This design comes from an exercise in tuning for small area and a short achievable clock period on the open sky130 flow, not from production work.
No functional check of the RTL was part of any run shown here.
Power figures rest on the tool's default switching activity, not on a simulated workload.

## flow/design.v (module list and top-level ports; edited modules follow where they fit)
// module DSP: 3045 lines
// module dsp_fa: 6 lines
// module dsp_aoi_gt: 6 lines
// module dsp_aoi_g: 5 lines
// module dsp_oai_gt: 6 lines
// module dsp_oai_g: 5 lines
// module dsp_xor: 5 lines
// module dsp_xnor: 5 lines
module DSP(A,B,C,D,CLK,CARRYIN,OPMODE,BCIN,RSTA,RSTB,RSTM,RSTP,RSTC,RSTD,RSTCARRYIN,RSTOPMODE,
          CEA,CEB,CEM,CEP,CEC,CED,CECARRYIN,CEOPMODE,PCIN,BCOUT,PCOUT,P,M,CARRYOUT,CARRYOUTF);
  // ...
==> flow/flow/run.sh <==
#!/bin/bash
# Standard layout, but the port buffers are plain buf_1 cells instead of
# the default delay buffers.
export BUFFER_PORTS_ARGS="-buffer_cell sky130_fd_sc_hd__buf_1"
bash standard.sh > standard.log 2>&1
==> flow/standard.sh <==
#!/bin/bash
# synth_recipe.tcl (not shown) runs the flow's synth.tcl, then flattens the netlist and writes it again
# the make line also repeats each setting of config.mk as NAME=value (left out here)
make -C /OpenROAD-flow-scripts/flow DESIGN_CONFIG=/design/flow/config.mk WORK_HOME=/design/flow/orfs CLKGATE_MAP_FILE= SYNTH_SCRIPT=/design/flow/synth_recipe.tcl "${@:-finish}"
==> flow/config.mk <==
export PLATFORM = sky130hd
export DESIGN_NAME = DSP
export DESIGN_NICKNAME = DSP
export VERILOG_FILES = /design/flow/design.v
export SDC_FILE = /design/flow/constraint.sdc
export NUM_CORES = 4
export LEC_CHECK = 0
export CAP_MARGIN = 20
export CORE_MARGIN = 2
export CORE_UTILIZATION = 65
export SETUP_SLACK_MARGIN = 4.0
export SLEW_MARGIN = 20
export SYNTH_HIERARCHICAL = 1
export SYNTH_MINIMUM_KEEP_SIZE = 0
==> flow/constraint.sdc <==
create_clock -name core_clock -period 8.0 [get_ports {CLK}]
set_input_delay 1.6000 -clock core_clock [delete_from_list [all_inputs] [get_ports {CLK}]]
set_output_delay 1.6000 -clock core_clock [all_outputs]
set_load 0.01 [all_outputs]
==> impl_results.md, run 1 <==
* Critical R2R Launch: M_z
* Seq pwr share at 28.4%
* Post-synth top area share at 20.86%
* Layout overhead on the synthesized area at 32.31%
* Startpoint types: register
* Post-synthesis xor/xnor area fraction at 9.878%
* Worst-Margin Slew at 1137 ps
* Register Area at 6063 um^2
* # setup viols final at 0
* Grt met1 use at 57.05%
* Clock transition at path regs at 90 ps
* Placed cells at 3337
* Fraction of area in multi-input gates at 62.85%
* Vias per cell at 6.785
* DRC errors left at 0
* H-tree levels at 1
* Most common cell after layout, fill and taps aside: nand2_1
* Post-synthesis async set-or-reset flop share at 0%
* Die ar. at 39220 um^2
* Sequential fraction of the synthesis area at 24.50%
* Met2 Usage GRT at 68.02%
* Slew headroom at 24.18%
* Clock network area share at 3.026%
* CP top delay family: simple AND/OR/NAND/NOR gates
* Status: complete, no violations
* FMAX at 0.2094 GHz
* Pre-CTS setup slack at 2870 ps
* GRT Overall Usage at 45.01%
* Hold path cells at 2
* Hold Slack at 524.6 ps
* Synthesized area per cell at 9.190 um^2
* Metal1 wirelength at 34310 um
==> run 2, diff against run 1 <==
--- a/flow/config.mk
+++ b/flow/config.mk
@@ -7,8 +7,8 @@
 export LEC_CHECK = 0
 export CAP_MARGIN = 20
 export CORE_MARGIN = 2
-export CORE_UTILIZATION = 65
-export SETUP_SLACK_MARGIN = 4.0
+export CORE_UTILIZATION = 55
+export SETUP_SLACK_MARGIN = 3.7
 export SLEW_MARGIN = 20
 export SYNTH_HIERARCHICAL = 1
 export SYNTH_MINIMUM_KEEP_SIZE = 0
==> run 2 against run 1 <==
Area after synthesis unchanged; sequential share of layout area up 1.4 points; critical path depth up 1; power down 8.6%; sequential cell count unchanged; combinational power down 15%; setup slack better by 51 ps; wire length down 13%; final area down 7.5%; critical endpoint is now M[35].
==> impl_results.md, run 2 <==
* Max FO, Critical Path at 7 (was 6)
* FMAX at 0.2117 GHz (was 0.2094 GHz)
* Post-DP HPWL at 64490 um (was 60170 um)
* DR vias at 21700 (was 24620)
* Initial antenna violation count at 4 (was 7)
* Synthesized area per cell at 9.190 um^2 (unchanged)
* Hold Slack at 520.3 ps (was 524.6 ps)
* CTS Buf Count at 28 (unchanged)
* Starting density of the core at 55.58% (was 65.43%)
* Post-synth top area share at 20.86% (unchanged)
* Top_reg_cell synth: edfxtp_1 (unchanged)
* Flops & latches, synth at 232 (unchanged)
* Reg2reg path depth at 23 (was 24)
* Worst min path class: register to register (unchanged)
* DRT iter0 DRCs at 1927 (was 3277)
* Pwr Total at 0.005441 W (was 0.005955 W)
* Worst path bufs/invs at 4 (was 3)
* CTS tree: done (unchanged)
* Root Driver: clkbuf_16 (unchanged)
* Vias in the first global route at 21500 (was 22760)
* CP Depth at 13 (was 12)
* Max Cap Viol at 0 (unchanged)
* Die ar. at 46200 um^2 (was 39220 um^2)
* Die W at 214.9 um (was 198.0 um)
* Startpoint types: register (unchanged)
* GRT Overall Usage at 37.19% (was 45.01%)
* Top post-synthesis cells by count: nand2_1 (509), nor2_1 (320), fa_1 (255), a21oi_2 (144), xnor2_1 (142) (unchanged)
* IR drop worst, VDD at 0.1826 mV (was 0.2097 mV)
* Top-count cell post-synth: nand2_1 (unchanged)
* Top flop regs: C_r x48, P_r x48, MS_r x35 (unchanged)
* Drt total wl at 88690 um (was 102100 um)
* # setup viols final at 0 (unchanged)
* Final-layout fill cell count at 3501 (was 1861)
* Cell taking the most area after synthesis: fa_1 (unchanged)
* CP arrival at 3120 ps (was 3180 ps)
* Nets at 3422 (was 3539)
* Worst-Margin Slew at 1079 ps (was 1137 ps)
* Max Clock Skew at 8.624 ps (was 39.35 ps)
* Total grt overflow at 0 (unchanged)
* Post-Syn Instances at 2663 (unchanged)
* Pwr dens at 181.7 nW/um^2 (was 183.9 nW/um^2)
* # IOs at 346 (unchanged)
* Clk Latency, worst-skew pair at 570 ps (was 610 ps)
* H-tree levels at 1 (unchanged)
* Vias per cell at 6.051 (was 6.785)
* Largest net degree at the start of global routing at 73 (was 72)
* Cell Chain, Critical Path: clkbuf_16, or2_4, nor2_4, nor2_4, nand2_2, o21ai_4, a21oi_2, o21ai_2, a21oi_2, xnor2_2, buf_4, inv_2, buf_2 (was buf_12, buf_16, or2_4, nor2_4, nor2_4, nand2_1, nor2_1, a21oi_2, o21ai_2, a21oi_2, xor2_2, buf_2)
* Slew headroom at 28.10% (was 24.18%)
* Commonest non-fill, non-tap cells in the layout: nand2_1 (472), buf_1 (297), fa_1 (255) (was nand2_1 (448), buf_1 (289), fa_1 (233))
* Max clock buf depth at 3 (unchanged)
* Post-synth EDFFs at 135 (unchanged)
* Status: complete, no violations (unchanged)
* Die H at 214.9 um (was 198.0 um)
* Setup TNS at 0 ps (unchanged)
* Syn Std Cell Area at 24470 um^2 (unchanged)
* # rows at 77 (was 71)
* Required @ worst endpoint at 6400 ps (about the same)
* Netlist cell types at 47 (unchanged)
* Antenna-violating nets left at 0 (unchanged)
* TritonRoute pass-1 iters at 5 (was 10)
* Critical path launch point: M_z (unchanged)
* Cts hold-fix bufs at 0 (unchanged)
* DR WL/cell at 24.73 um (was 28.15 um)
* Routability congestion estimate at 0.9638 (was 0.9882)
* CP top delay family: buffers and inverters (was simple AND/OR/NAND/NOR gates)
* Buffers added on ports at 326 (unchanged)
* Final Cycle Share at 59.05% (was 59.69%)
* Layout overhead on the synthesized area at 22.39% (was 32.31%)
* DRC errors left at 0 (unchanged)
* Global-route wire length before repair at 129500 um (was 131600 um)
* Setup CP Type: register to primary output (unchanged)
* Share of cells above drive strength 1 at 29.78% (was 36.31%)
* Core Area at 44030 um^2 (was 37400 um^2)
* Worst hold start: B_r[8] (was OP_r[5])
* Min Tclk post-route at 4724 ps (was 4775 ps)
* Syn. warnings at 7 (unchanged)
* Slowest library cell on the worst path: dfxtp_4 (unchanged)
* RR Endpoint: CYO_r (was P_r[34])
* Leak at 10.11 nW (was 11.19 nW)
* Clock Sinks at 232 (unchanged)
* Post-synthesis async set-or-reset flop share at 0% (unchanged)
* # diodes at 0 (was 6)
* Clock transition at path regs at 50 ps (was 90 ps)
* Critical R2R Launch: M_z (unchanged)
* Most common cell after layout, fill and taps aside: nand2_1 (unchanged)
* Flop2flop setup slack at 3390 ps (was 3250 ps)
* Critical Path Sink: M[35] (was M[33])
* CP endpoint kind: primary output (unchanged)
* CP max stage delay at 500 ps (was 440 ps)
* RSZ-0062 raised after global routing: true (unchanged)
* Final Hold Fails at 0 (unchanged)
* Sequential fraction of the synthesis area at 24.50% (unchanged)
* Max-slew violations at 0 (unchanged)
* Synth area leaders: fa_1 (21%), edfxtp_1 (17%), dfxtp_1 (7.9%), nand2_1 (7.8%), a21oi_2 (5.2%) (unchanged)
[run 2: changes by cell type in the layout (fill, tap and decap cells not counted), moves of 20 or more]
cell,before,now
o21ai_4,56,24
buf_4,182,110
nand2_1,448,472
fa_2,22,0
nor2_1,175,196
nor2_2,54,74
nor2_4,91,50
a21oi_2,108,129
a21oi_4,45,23
o21ai_2,110,130
fa_1,233,255
buf_6,49,22
[run 2: routing by layer]
layer / part of all wire (%) / vias to the layer above / global-route usage (%)
met3: 11 / 207 / 8.577
met1: 42 / 10730 / 53.14
met4: 3.5 / 4 / 12.04
met2: 44 / 1260 / 56.09
li1: - / 9505 / -
met5: 0.028 / - / 0
[run 2: modules after synthesis (local to each module, per instance)]
module      area (um^2)  flops+latches
dsp_oai_g         5.005              0
DSP               14800            232
dsp_aoi_g         8.758              0
dsp_xnor          8.758              0
dsp_fa            20.02              0
dsp_oai_gt        12.51              0
dsp_aoi_gt        12.51              0
dsp_xor           8.758              0
[run 2: final cells by class]
type,instances,area (um^2),share of cell area [%]
multi-input combinational,2202,19280,64.38
sequential,232,6013,20.08
timing repair buffer,480,2838,9.474
clock buffer,39,792.0,2.644
tap,592,740.7,2.473
clock inverter,13,175.2,0.5848
inverter,29,111.4,0.3718
[run 2: how the worst min path moves through the flow]
stage | cells after the start | to
finish | 2 | B_r[8]
global route | 2 | B_r[8]
CTS | 2 | B_r[8]
detailed placement | 2 | B_r[8]
global placement | 2 | B_r[8]
floorplan | 1 | C_z
[run 2: timing repair]
action | in CTS | in global routing
setup buffers | 65 | 34
gates cloned | 2 | 5
pin swaps | 32 | 35
gates resized for setup | 249 | 245
endpoints found under the setup margin | 99 | 81
[run 2: worst register-to-register path, delay by kind of cell (launching register included)]
kind                   cells  cell delay (ps)
XOR/XNOR                   2              510
AND/OR/NAND/NOR            6             1210
flip-flops                 1              500
AO/OA/AOI/OAI             13             1890
buffers and inverters      2              410
[run 2: stage by stage]
step	worst slack [ps]	utilization, %	cells	area [um^2]
2_1_floorplan	3711	-	2672	24510
3_3_place_gp	2776	58.66	3429	25830
3_5_place_dp	2719	58.66	3429	25830
4_1_cts	3374	64.61	3548	28440
5_1_grt	3171	68.03	3587	29950
6_report	3276	68.03	3587	29950
[run 2: cells by family (layout without fill, tap and decap cells)]
logic type / count (synthesis) / count (layout) / share of synthesized area, %
AO/OA/AOI/OAI: 530 / 530 / 18.12
XOR/XNOR: 276 / 276 / 9.878
adder cells (fa/ha/maj): 255 / 255 / 20.86
buffers and inverters: 238 / 561 / 4.683
flip-flops: 232 / 232 / 24.50
multiplexers: 71 / 71 / 2.909
other: 2 / 11 / 0.03069
AND/OR/NAND/NOR: 1059 / 1059 / 19.01
[run 2: where the power goes]
part           internal [W]  leakage [nW]  total, W  switching [W]
clock              0.000816         0.465   0.00134       0.000520
combinational      0.000971          7.60   0.00243        0.00146
sequential          0.00152          2.04   0.00168       0.000156

[what the ideal ports hide]
How much do the figures lean on ideal ports? The routed layouts below were timed once more, with nothing changed but the port constraints. Step 1, drivers: a clkbuf_16 drives CLK and a buf_2 each remaining input, both assumed. Step 2 times the ports against the registers' clock, not the clock port: input delays grow and output delays shrink by t, the midpoint of the rising clock arrivals with the driver on. Three values: ideal, step 1, step 2; two values: the first two.
| run | shift t [ns] | setup slack, ns | cell pins on the clock port's net |
|---|---|---|---|
| run 1 | 0.653 | 3.225 / 3.167 / 3.254 | 1 |
| run 2 | 0.629 | 3.276 / 3.215 / 3.392 | 1 |
After both steps every run listed still meets setup and hold.
